Source: an optimization exercise on an open RTL-to-GDS flow (aim: small area). Production flows keep margins and buffers that such runs may drop. At most, simulation tests tie the RTL to the original design; equivalence was not proved. The RTL of run 2 was laid out without a check of its function. Power is estimated from default activity; no workload was simulated.

`run.sh`:
```
#!/bin/bash
# synth_recipe.tcl (not shown) runs the flow's synth.tcl, then flattens the netlist and writes it again
# the make line also repeats each setting of config.mk as NAME=value (left out here)
make -C /OpenROAD-flow-scripts/flow DESIGN_CONFIG=/design/flow/config.mk WORK_HOME=/design/flow/orfs CLKGATE_MAP_FILE= SYNTH_SCRIPT=/design/flow/synth_recipe.tcl finish
```
`config.mk`:
```
export PLATFORM = sky130hd
export DESIGN_NAME = advanced_processor
export DESIGN_NICKNAME = advanced_processor
export VERILOG_FILES = /design/flow/design.v
export SDC_FILE = /design/flow/constraint.sdc
export NUM_CORES = 4
export LEC_CHECK = 0
export CAP_MARGIN = 20
export CORE_MARGIN = 2
export CORE_UTILIZATION = 40
export SLEW_MARGIN = 20
```
`constraint.sdc`:
```
create_clock -name core_clock -period 6.0 [get_ports {clk}]
set_input_delay 1.2000 -clock core_clock [delete_from_list [all_inputs] [get_ports {clk}]]
set_output_delay 1.2000 -clock core_clock [all_outputs]
set_load 0.01 [all_outputs]
```
`design.v`:
```
module advanced_processor (
    input wire clk,             
    input wire rst,             
    input wire [31:0] inst_in,  
    input wire [31:0] data_in,  
    output reg [31:0] data_out,  
    output wire [31:0] pc_out   
);
    parameter CACHE_SIZE = 16;        
    parameter INIT_PC = 32'h0000_0000;  
    reg [31:0] pc;                    
    reg [31:0] instruction_register;  
    reg [31:0] data_register;         
    reg [31:0] cache[CACHE_SIZE-1:0];  
    reg [31:0] cache_tags[CACHE_SIZE-1:0];  
    reg [CACHE_SIZE-1:0] cache_valid;  
    reg [1:0] branch_history_table [0:3];  
    reg branch_prediction;                 
    reg forwarding_enabled;                
    wire stall = 1'b0;                     
    reg [63:0] cycle_counter;              
    reg branch_mispredict_count;           
    reg [31:0] alu_result;                 
    reg alu_zero;                          
    wire [5:0] opcode = instruction_register[31:26];  
    wire [4:0] rs = instruction_register[25:21];      
    wire [4:0] rt = instruction_register[20:16];      
    wire [15:0] immediate = instruction_register[15:0];  
    wire [31:0] cache_index = pc % CACHE_SIZE;
    wire cache_hit = cache_valid[cache_index] && cache_tags[cache_index] == pc;
    assign pc_out = pc;
    always @(posedge clk) begin
        if (!rst && !stall && !cache_hit) begin
            cache[cache_index] <= inst_in;   
            cache_tags[cache_index] <= pc;   
        end
    end
    always @(posedge clk or posedge rst) begin
        if (rst) begin
            pc <= INIT_PC;
            cycle_counter <= 0;
            branch_mispredict_count <= 0;
            cache_valid <= {CACHE_SIZE{1'b0}};  
            instruction_register <= 32'b0;
            branch_prediction <= 1'b0;
            data_register <= 32'b0;
            data_out <= 32'b0;
            alu_result <= 32'b0;
        end else begin
            cycle_counter <= cycle_counter + 1;
            if (!stall) begin
                if (cache_hit) begin
                    instruction_register <= cache[cache_index];  
                end else begin
                    instruction_register <= inst_in;  
                    cache_valid[cache_index] <= 1'b1;  
                end
                pc <= pc + 4;  
            end
            case (opcode)
                6'b000000: begin  
                    alu_result <= rs + rt;
                end
                6'b000001: begin  
                    alu_result <= rs - rt;
                end
                6'b000010: begin  
                    if (rs == rt) begin
                        pc <= pc + immediate;  
                        branch_prediction <= 1'b1;  
                    end else begin
                        branch_prediction <= 1'b0;  
                    end
                end
                default: begin
                    alu_result <= 32'b0;  
                end
            endcase
            if (opcode == 6'b000010) begin
                if (branch_prediction != (rs == rt)) begin
                    branch_mispredict_count <= branch_mispredict_count + 1;
                    pc <= pc - 4;  
                end
            end
            if (opcode == 6'b000100) begin  
                data_register <= data_in;
            end else if (opcode == 6'b000101) begin  
                data_out <= data_register;
            end
        end
    end
endmodule
```
==> results_dict.tcl, run 1 <==
set metrics [dict create \
    placed_cells 4085 \
    final_max_slew_viol_count 0 \
    clock-skew-final_ns 0.03950 \
    max_freq_ghz 0.1898 \
    antenna_found_initial 2 \
    diodes 0 \
    cts_tree "built" \
    fin_cells 4307 \
    start_util_pct 40.28 \
    yosys_warnings 1 \
    drt-initial-drc-count 2725 \
    r2r-start "pc[0]" \
    r2r_slack_ns 0.73 \
    io_pins 130 \
    synthesis.nets 2565 \
    synth-async-reset-ratio_pct 12.40 \
    cts_setup_buffers 0 \
    hold_viol 0 \
    first_global_vias 25970 \
    setup_viol 0 \
    grt_overflow 0 \
    maxCapViolCount 0 \
    nets 2763 \
    clk_path_buf_depth 3 \
    ys_seq_area_share_pct 72.48 \
    hp-class "reg2reg" \
    p_per_area_nw_per_um2 316.1 \
    fin_tns_setup_ns 0 \
    grtUsageTotal_pct 19.93 \
    ys_ff_latch 1169 \
    min_to "cache_valid[13]" \
    end_kind "flop" \
    cts_buffers 119 \
    crit_arrival_ns 5.65 \
    synth.top_cells.by_count "edfxtp_1 (1,024), mux4_2 (260), dfrtp_1 (145)" \
    worstSkewPairLatency_ns 0.72 \
    drc 0 \
    clock-sinks 1169 \
    p_leak_nw 18.08 \
    worstHoldStart "cache_valid[13]" \
    holdWs_ns 0.4694 \
    holdPathStages 2 \
    placementRows 126 \
    timing.rr.end "cache_tags[12][23]" \
    drive_above_1_share_pct 23.20 \
    crit_type "reg2reg" \
    avgSynthCellArea_um2 19.19 \
    cts_max_level 3 \
    cts_resized 0 \
    worst_pin_slew_ns 1.078 \
    gp_congestion 0.8677 \
    power_mw 17.35 \
    cts_root_buf "clkbuf_16" \
    slew_headroom_pct 27.75 \
    core_um2 117800 \
    period_minus_slack_ns 5.268 \
    synth_edf_count 1024 \
    synth_area_um2 47430 \
    drtPass1Iterations 6 \
    grt_max_degree 66 \
    fin_crit_sh_pct 87.80 \
    cp.required_ns 6.39 \
    postCtsHoldBufs 0 \
    outcome "finished clean" \
    drtAntennaViolNets 0 \
    port_buffers 129 \
    synth_top_area_cell "edfxtp_1" \
    design.die.area_um2 121300 \
    area.growth.synth_to_final_pct 15.75 \
    synthCells 2472 \
    start_kind "flop" \
    worst-r2r-cell-count 11 \
    synth.most_common_cell "edfxtp_1" \
    ys.flop_type "edfxtp_1" \
    die_w_um 348.4 \
    yosysUniqueCellTypes 73 \
    rsz0062_at_grt "no" \
    cp_max_fo 64 \
    dp_hpwl_um 73970 \
    grt_first_pass_wirelength_um 178100 \
    die_h_um 348.4 \
    routedWlPerCell_um 28.12 \
    vdd_drop_max_uv 252.6 \
    synth_area_leaders "edfxtp_1 (65%), mux4_2 (12%), dfrtp_1 (7.7%)" \
    vias 25080 \
    via_per_inst 5.823 \
    yosys.area.top_type_share_pct 64.83 \
    totalWireLength_um 121100 \
    clk_pin_slew_ns 0.06 \
]
## worst max-delay path, cell delays in order, from the launching register on
cell	delay (ns)
dfrtp_4	0.97
buf_4	0.38
mux4_2	0.55
mux4_2	0.49
xnor2_1	0.43
o311a_1	0.28
nand4b_1	0.18
nor4_4	0.43
buf_12	0.30
buf_4	0.31
and4b_4	0.25
buf_12	0.26
## worst max-delay path by stage
| stage | startpoint | end | depth (start not counted) |
|---|---|---|---|
| after CTS | pc[0] | cache_tags[12][23] | 11 |
| after global routing | pc[0] | cache_tags[9][17] | 11 |
| after detailed placement | pc[0] | cache_tags[12][27] | 11 |
| after floorplan | rst | cache[13][0] | 3 |
| final | pc[0] | cache_tags[12][23] | 11 |
| after global placement | pc[0] | cache_tags[15][7] | 9 |
## final cells by class
cell class | instances | area (µm²)
flip-flops and latches | 1169 | 34390
well taps | 1536 | 1922
inverters | 38 | 150.1
repair buffers | 219 | 2205
multi-input cells | 1123 | 12390
fillers | 9700 | 62870
clock buffers | 154 | 3201
clock inverters | 68 | 645.6
## metrics by stage
step / utilization, % / worst slack, ns / cell area [µm²]
floorplan: - / 0.3209 / 47430
global placement: 43.33 / 0.7539 / 51030
detailed placement: 43.35 / 0.7931 / 51050
CTS: 46.62 / 0.7078 / 54900
global route: 46.62 / 0.5747 / 54900
finish: 46.62 / 0.7321 / 54900
## sequential cells by signal (all words and copies together), names as in the netlist
signal	count
data_register	32
branch_prediction	1
cache_tags	512
instruction_register	32
data_out	32
cache	512
pc	32
cache_valid	16
## routing by layer
layer  global-route usage [%]  wire length (µm)  vias up
met4                    4.612              2441        2
met3                    3.512              8545      180
met1                    27.76             50680    13360
li1                         -                 -    10550
met5                        0                14        -
met2                    32.82             59460      987
## kinds of logic (layout without fill, tap and decap cells)
logic type                 after synthesis  after routing  share of synthesized area [%]
AOI/OAI and AO/OA                      269            269                          3.962
buffers and inverters                  180            479                          1.591
adders and majority gates               27             27                         0.7281
DFF                                   1169           1169                          72.48
xor gates and xnor gates                48             48                         0.8864
muxes                                  450            450                          16.64
and+or+nand+nor                        329            329                          3.714
## cells in the final DEF (no fill, tap or decap), types with 16 or more instances in the layout
cell type / count
and4b_4: 16
mux2i_1: 83
nor3_1: 31
clkbuf_16: 120
clkinv_1: 22
o21ai_0: 50
o22ai_1: 17
a21oi_1: 37
inv_1: 34
clkinv_2: 21
clkdlybuf4s50_1: 129
ha_1: 26
nand2_1: 68
dfrtp_1: 140
nor2_1: 66
a22oi_1: 29
mux2_2: 79
mux4_2: 260
buf_12: 19
buf_4: 71
xor2_1: 20
nand3_1: 30
clkbuf_1: 27
xnor2_1: 28
or3_1: 23
edfxtp_1: 1024
mux2_1: 28
## power breakdown
group / switching, mW / internal, mW
clock: 3.16 / 4.08
sequential: 0.0967 / 9.04
combinational: 0.601 / 0.374
total: 3.85 / 13.5
==> run 2: changes to the inputs <==
==> design.v (replaced) <==
module advanced_processor (
    input wire clk,             
    input wire rst,             
    input wire [31:0] inst_in,  
    input wire [31:0] data_in,  
    output reg [31:0] data_out,  
    output wire [31:0] pc_out   
);
    reg [31:0] pc;
    reg [16:0] ir;
    reg        bp;
    reg [31:0] dreg;
    reg [27:0] tag [0:15];
    reg [16:0] line [0:15];
    reg [15:0] valid;
    wire [3:0] idx = pc[3:0];
    reg [15:0] sel;
    reg [27:0] rtag;
    reg [16:0] rline;
    reg rvalid;
    integer j;
    always @* begin
        rtag = 28'b0; rline = 17'b0; rvalid = 1'b0;
        for (j = 0; j < 16; j = j + 1) begin
            sel[j] = idx == j;
            rtag = rtag | ({28{sel[j]}} & tag[j]);
            rline = rline | ({17{sel[j]}} & line[j]);
            rvalid = rvalid | (sel[j] & valid[j]);
        end
    end
    wire hit = rvalid && rtag == pc[31:4];
    wire [5:0] op = inst_in[31:26];
    wire in_beq = op == 6'd2 && inst_in[25:21] == inst_in[20:16];
    wire in_bne = op == 6'd2 && inst_in[25:21] != inst_in[20:16];
    wire [16:0] enc = in_beq ? {1'b1, inst_in[15:0]} :
                      {15'b0, in_bne || op == 6'd5, in_bne || op == 6'd4};
    wire [16:0] fetched = hit ? rline : enc;
    wire is_beq = ir[16];
    wire is_bne = !ir[16] && ir[1:0] == 2'b11;
    wire is_load = !ir[16] && ir[1:0] == 2'b01;
    wire is_store = !ir[16] && ir[1:0] == 2'b10;
    wire mispredict = (is_beq && !bp) || (is_bne && bp);
    wire [31:0] addend = mispredict ? 32'hffff_fffc :
                         is_beq ? {16'b0, ir[15:0]} : 32'd4;
    wire [31:0] npc = pc + addend;
    assign pc_out = pc;
    integer i;
    always @(posedge clk) begin
        for (i = 0; i < 16; i = i + 1)
            if (idx == i) begin
                line[i] <= fetched;
                tag[i] <= pc[31:4];
            end
    end
    always @(posedge clk or posedge rst) begin
        if (rst) begin
            pc <= 32'b0;
            ir <= 17'b0;
            bp <= 1'b0;
            dreg <= 32'b0;
            data_out <= 32'b0;
            valid <= 16'b0;
        end else begin
            valid[idx] <= 1'b1;
            ir <= fetched;
            pc <= npc;
            if (is_beq || is_bne) bp <= is_beq;
            if (is_load) dreg <= data_in;
            if (is_store) data_out <= dreg;
        end
    end
endmodule
==> results_dict.tcl, run 2 <==
set metrics [dict create \
    wl_met2_um 44110 \
    cts_tree "built" \
    wl_met1_um 38740 \
    clock-sinks 850 \
    core_um2 83160 \
    crit_arrival_ns 5.56 \
    ys_seq_area_share_pct 74.41 \
    synth.most_common_cell "edfxtp_1" \
    postCtsHoldBufs 0 \
    met3_length_um 8179 \
    drt-initial-drc-count 2383 \
    ys.flop_type "edfxtp_1" \
    cts_setup_buffers 0 \
    drive_above_1_share_pct 17.01 \
    io_pins 130 \
    vias 20190 \
    synth-async-reset-ratio_pct 15.29 \
    fin_tns_setup_ns 0 \
    synth.top_cells.by_count "edfxtp_1 (720), a22oi_1 (130), dfrtp_1 (130)" \
    crit_type "reg2reg" \
    synth_area_um2 33430 \
    maxUsedRoutingLayer "met5" \
    start_kind "flop" \
    worstSkewPairLatency_ns 0.65 \
    start_util_pct 40.20 \
    totalWireLength_um 94870 \
    ys_ff_latch 850 \
    outcome "finished clean" \
    nets 2341 \
    port_buffers 129 \
    setup_viol 0 \
    synthesis.nets 2116 \
    slew_headroom_pct 35.92 \
    cts_buffers 88 \
    area.growth.synth_to_final_pct 17.90 \
    maxCapViolCount 0 \
    diodes 0 \
    dp_slack_ns 1.106 \
    placed_cells 3228 \
    clock-skew-final_ns 0.02914 \
    power_mw 12.98 \
    period_minus_slack_ns 5.085 \
    largest_registers "tag x448, line x272" \
    final_cell_mix "edfxtp_1 (720), a22oi_1 (130), clkdlybuf4s50_1 (129)" \
    cp.required_ns 6.47 \
    cp_max_fo 37 \
    die_w_um 293.1 \
    fin_crit_sh_pct 84.76 \
    largest_register_ffs 448 \
    cts_max_level 3 \
    drc 0 \
    clk_pin_slew_ns 0.06 \
    gp_congestion 0.8545 \
    finalWorstSetupSlack_ns 0.9147 \
    synth_area_leaders "edfxtp_1 (65%), dfrtp_1 (9.7%), mux2_2 (3.1%)" \
    drtAntennaViolNets 0 \
    via_per_inst 5.955 \
    hp-class "reg2reg" \
    final_max_slew_viol_count 0 \
    routedWlPerCell_um 27.98 \
    grt_first_pass_wirelength_um 137800 \
    cts_root_buf "clkbuf_16" \
    placementRows 106 \
    vdd_drop_max_uv 209.5 \
    yosysUniqueCellTypes 80 \
    clk_path_buf_depth 3 \
    end_kind "flop" \
    cts_resized 0 \
    grt_max_degree 71 \
    antenna_found_initial 3 \
    final_common_cell "edfxtp_1" \
    drtPass1Iterations 6 \
    rsz0062_at_grt "no" \
    dp_hpwl_um 56810 \
    synth_top_area_cell "edfxtp_1" \
    regMostFlops "tag" \
    design.die.area_um2 85900 \
    fin_cells 3391 \
    max_freq_ghz 0.1966 \
    yosys_warnings 3 \
    avgSynthCellArea_um2 16.61 \
    first_global_vias 20460 \
    grt_overflow 0 \
    worst_pin_slew_ns 0.9612 \
    die_h_um 293.1 \
    hold_viol 0 \
    p_leak_nw 13.32 \
    synthCells 2013 \
    p_per_area_nw_per_um2 329.4 \
    yosys.area.top_type_share_pct 64.68 \
    synth_edf_count 720 \
    grtUsageTotal_pct 21.95 \
]
[run 2: cell count changes in the layout (fill, tap and decap cells not counted), moves of 39 or more]
cell and delta:
mux2i_1 -39, buf_4 +50, edfxtp_1 -304, a22o_1 +46
a22oi_1 +101, a222oi_1 +41, mux4_2 -258, a221oi_1 +48
[run 2: final cells by class]
| class | count | area [µm²] |
|---|---|---|
| timing repair buffer | 251 | 2220 |
| sequential | 850 | 24880 |
| inverter | 19 | 77.57 |
| clock inverter | 42 | 381.6 |
| fill | 6987 | 43740 |
| multi-input combinational | 1028 | 8053 |
| clock buffer | 121 | 2450 |
| tap | 1080 | 1351 |
[run 2: kinds of logic after synthesis]
group                    Yosys count  synth area share, %
AO/OA/AOI/OAI                    517                11.82
XOR/XNOR                          54                1.415
adder cells (fa/ha/maj)           37                1.407
buffers and inverters            135                1.883
flip-flops                       850                74.41
multiplexers                     147                4.907
AND/OR/NAND/NOR                  273                4.162
[run 2: final timing paths]
| path | start | cells after the start | to | slack, ns |
|---|---|---|---|---|
| min in group asynchronous | rst | 2 | dreg[10] | 1.05 |
| worst min-delay path | valid[5] | 1 | valid[5] | 0.46 |
| max in group asynchronous | rst | 3 | dreg[7] | 3.99 |
| worst min register to register | valid[5] | 1 | valid[5] | 0.46 |
| worst max-delay path | pc[1] | 15 | line[9][4] | 0.91 |
| worst max register to register | pc[1] | 15 | line[9][4] | 0.91 |
[run 2: where the power goes]
group	total (mW)	switching, mW	internal, mW	leakage [nW]
registers	6.81	0.169	6.64	7.78
logic	0.818	0.415	0.402	4.17
clock network	5.36	2.24	3.12	1.37
total	13.0	2.82	10.2	13.3
[run 2: stage by stage]
| step | util [%] | cell area, µm² | hold slack (ns) |
|---|---|---|---|
| floorplan | - | 33430 | 0.4278 |
| global placement | 43.99 | 36580 | 0.4402 |
| detailed placement | 43.99 | 36580 | 0.4447 |
| CTS | 47.40 | 39410 | 0.4590 |
| global route | 47.40 | 39410 | 0.4720 |
| finish | 47.40 | 39410 | 0.4621 |
[run 2: routing by layer]
| metal | up-vias | GRT usage, % |
|---|---|---|
| met3 | 206 | 4.841 |
| li1 | 8606 | - |
| met1 | 10380 | 29.38 |
| met2 | 1001 | 35.05 |
| met4 | 4 | 8.518 |
| met5 | - | 0 |
[run 2: critical path: stages (launching register included)]
cell      delay [ns]
dfrtp_1         0.47
inv_1           0.17
ha_2            0.84
buf_4           0.31
nor2b_1         0.27
buf_4           0.32
a222oi_1        0.11
o211ai_1        0.13
xor2_1          0.10
nor4_1          0.36
nand4_1         0.37
nor4_4          0.36
buf_4           0.27
buf_4           0.30
mux2i_1         0.24
buf_4           0.23
==> run 3: changes to the inputs <==
--- a/design.v
+++ b/design.v
@@ -11,3 +11,4 @@
     reg        bp;
-    reg [31:0] dreg;
+    reg [31:0] dreg;      
+    reg        dreg_zero;
     reg [27:0] tag [0:15];
@@ -53,2 +54,3 @@
             end
+        if (is_load) dreg <= data_in;
     end
@@ -59,3 +61,3 @@
             bp <= 1'b0;
-            dreg <= 32'b0;
+            dreg_zero <= 1'b1;
             data_out <= 32'b0;
@@ -67,4 +69,4 @@
             if (is_beq || is_bne) bp <= is_beq;
-            if (is_load) dreg <= data_in;
-            if (is_store) data_out <= dreg;
+            if (is_load) dreg_zero <= 1'b0;
+            if (is_store) data_out <= dreg_zero ? 32'b0 : dreg;
         end
--- a/config.mk
+++ b/config.mk
@@ -10,2 +10,5 @@
 export CORE_UTILIZATION = 40
+export CTS_BUF_LIST = sky130_fd_sc_hd__clkbuf_16
+export CTS_CLUSTER_DIAMETER = 80
+export CTS_CLUSTER_SIZE = 24
 export SLEW_MARGIN = 20
==> results_dict.tcl, run 3 <==
set metrics [dict create \
    outcome "finished clean" \
    grtUsageTotal_pct 21.63 \
    hold_viol 0 \
    drtAntennaViolNets 0 \
    final_max_slew_viol_count 0 \
    fin_tns_setup_ns 0 \
    final_common_cell "edfxtp_1" \
    dp_slack_ns 0.7262 \
    ys_ff_latch 851 \
    totalWireLength_um 94030 \
    hp-class "reg2reg" \
    final_cell_mix "edfxtp_1 (752), clkdlybuf4s50_1 (129), a22oi_1 (122)" \
    worst-r2r-cell-count 12 \
    timing.rr.end "line[0][16]" \
    area.growth.synth_to_final_pct 13.06 \
    grt_first_pass_wirelength_um 136600 \
    fin_crit_sh_pct 88.74 \
    ys.flop_type "edfxtp_1" \
    grt_max_degree 68 \
    cp_max_fo 48 \
    largest_register_ffs 448 \
    crit_start "pc[1]" \
    yosysUniqueCellTypes 78 \
    yosys_warnings 3 \
    synth_area_um2 33360 \
    p_per_area_nw_per_um2 279.3 \
    n_fill_cell 6993 \
    port_buffers 129 \
    clk_pin_slew_ns 0.10 \
    slew_headroom_pct 30.59 \
    start_util_pct 40.50 \
    holdWs_ns 0.4678 \
    crit_arrival_ns 5.60 \
    setup_viol 0 \
    nets 2300 \
    finalWorstSetupSlack_ns 0.6754 \
    io_pins 130 \
    crit_type "reg2reg" \
    die_h_um 292.8 \
    grt_overflow 0 \
    routedWlPerCell_um 28.48 \
    r2r-start "pc[1]" \
    synth_area_leaders "edfxtp_1 (68%), dfrtp_1 (7.4%), a22oi_1 (2.7%)" \
    worstSkewPairLatency_ns 0.62 \
    r2r_slack_ns 0.68 \
    drc 0 \
    yosys.area.top_type_share_pct 67.69 \
    dp_hpwl_um 56200 \
    avgSynthCellArea_um2 16.38 \
    synth_edf_count 752 \
    synth-async-reset-ratio_pct 11.63 \
    clock-skew-final_ns 0.03131 \
    postCtsHoldBufs 0 \
    largest_registers "tag x448, line x272" \
    placementRows 105 \
    rsz0062_at_grt "no" \
    ys_seq_area_share_pct 75.12 \
    start_kind "flop" \
    die_w_um 292.8 \
    drt-initial-drc-count 2396 \
    clock-sinks 851 \
    period_minus_slack_ns 5.325 \
    p_leak_nw 13.25 \
    gp_congestion 0.8535 \
    crit_path_end "line[0][16]" \
    cts_tree "built" \
    synth.top_cells.by_count "edfxtp_1 (752), a22oi_1 (122), nand2_1 (108)" \
    via_per_inst 6.012 \
    synthesis.nets 2140 \
    design.die.area_um2 85720 \
    worst_pin_slew_ns 1.019 \
    cts_resized 0 \
    antenna_found_initial 0 \
    synth_top_area_cell "edfxtp_1" \
    max_freq_ghz 0.1878 \
    core_um2 82370 \
    end_kind "flop" \
    cts_buffers 42 \
    cts_root_buf "clkbuf_16" \
    vias 19840 \
    synth.most_common_cell "edfxtp_1" \
    first_global_vias 19460 \
    cts_max_level 2 \
    regMostFlops "tag" \
    cts_setup_buffers 0 \
    cp.required_ns 6.28 \
    maxCapViolCount 0 \
    drive_above_1_share_pct 9.865 \
    drtPass1Iterations 6 \
    synthCells 2037 \
    clk_path_buf_depth 3 \
    vdd_drop_max_uv 197.2 \
]
[run 3: worst min-delay path by stage]
stage / slack, ns / endpoint / from / cells after the start
after floorplan: 0.42 / valid[10] / valid[10] / 1
after global placement: 0.43 / valid[1] / valid[1] / 1
after detailed placement: 0.45 / valid[13] / valid[13] / 1
after CTS: 0.47 / valid[13] / valid[13] / 1
after global routing: 0.48 / valid[10] / valid[10] / 1
final: 0.47 / valid[13] / valid[13] / 1
[run 3: per-stage QoR]
stage	area (µm²)	total power [mW]	util (%)	cells
CTS	37690	10.59	45.76	3300
global placement	36450	7.504	44.25	3223
detailed placement	36450	7.518	44.25	3223
floorplan	33360	7.097	-	2037
global route	37710	10.86	45.78	3300
finish	37720	10.54	45.79	3301
[run 3: cells by family (layout without fill, tap and decap cells)]
kind of cell,after synthesis,count (layout),synth area share [%]
DFF,851,851,75.12
AOI/OAI and AO/OA,534,534,12.17
and+or+nand+nor,324,324,4.914
buffers and inverters,141,334,1.808
muxes,92,92,3.053
xor gates and xnor gates,58,58,1.523
adders and majority gates,37,37,1.410
other,0,1,0
[run 3: area by class of cell]
class	count	area, µm²	area share [%]
antenna	1	2.502	0.006635
sequential	851	25070	66.46
clock inverter	34	161.4	0.4279
clock buffer	43	1076	2.853
multi-input combinational	1045	7833	20.77
tap	1070	1339	3.550
timing repair buffer	235	2150	5.699
inverter	22	87.58	0.2322
[run 3: where the power goes]
part / switching (mW) / total [mW] / internal, mW
sequential: 0.149 / 6.74 / 6.59
clock: 1.82 / 3.15 / 1.33
combinational: 0.362 / 0.648 / 0.285
total: 2.33 / 10.5 / 8.20
[run 3: worst max-delay path, stage by stage (launching register included)]
cell and delay [ns]:
dfrtp_1 0.46, inv_1 0.22, ha_2 0.49, buf_12 0.33
inv_1 0.39, nor2_4 0.23, buf_4 0.45, a222oi_1 0.23
and4_1 0.22, nor4_1 0.66, nand4_4 0.40, buf_4 0.33
mux2_1 0.52
[run 3: metal layers]
| layer | global-route usage [%] | wire, µm | part of all wire [%] |
|---|---|---|---|
| met4 | 6.366 | 2600 | 2.8 |
| met3 | 3.961 | 7982 | 8.5 |
| met5 | 0 | 0 | 0 |
| met2 | 34.70 | 44320 | 47 |
| met1 | 30.17 | 39120 | 42 |

[static timing again, ports no longer ideal]
No port has a modelled driver above. Below, the same layouts with a new extraction and two added sets of constraints. Step 1 sets driving cells, clkbuf_16 on the clock port and buf_2 on the other inputs (assumed; they add their load-dependent delay and slew). Step 2 moves the port delays by t, midway between the first and last clock arrival at a register: inputs arrive t later, outputs are due t later. That takes back most of the time a late clock gives input paths. Slacks: ideal / step 1 / step 2; pairs: ideal / step 1.
| run | t (ns) | slack for setup (ns) | worst data-port slew with drivers (ns) |
|---|---|---|---|
| run 1 | 0.770 | 0.732 / 0.732 / 0.732 | 0.08 |
| run 2 | 0.704 | 0.915 / 0.915 / 0.915 | 0.04 |
| run 3 | 0.662 | 0.675 / 0.675 / 0.675 | 0.05 |
After both steps setup and hold are still met in every run listed.
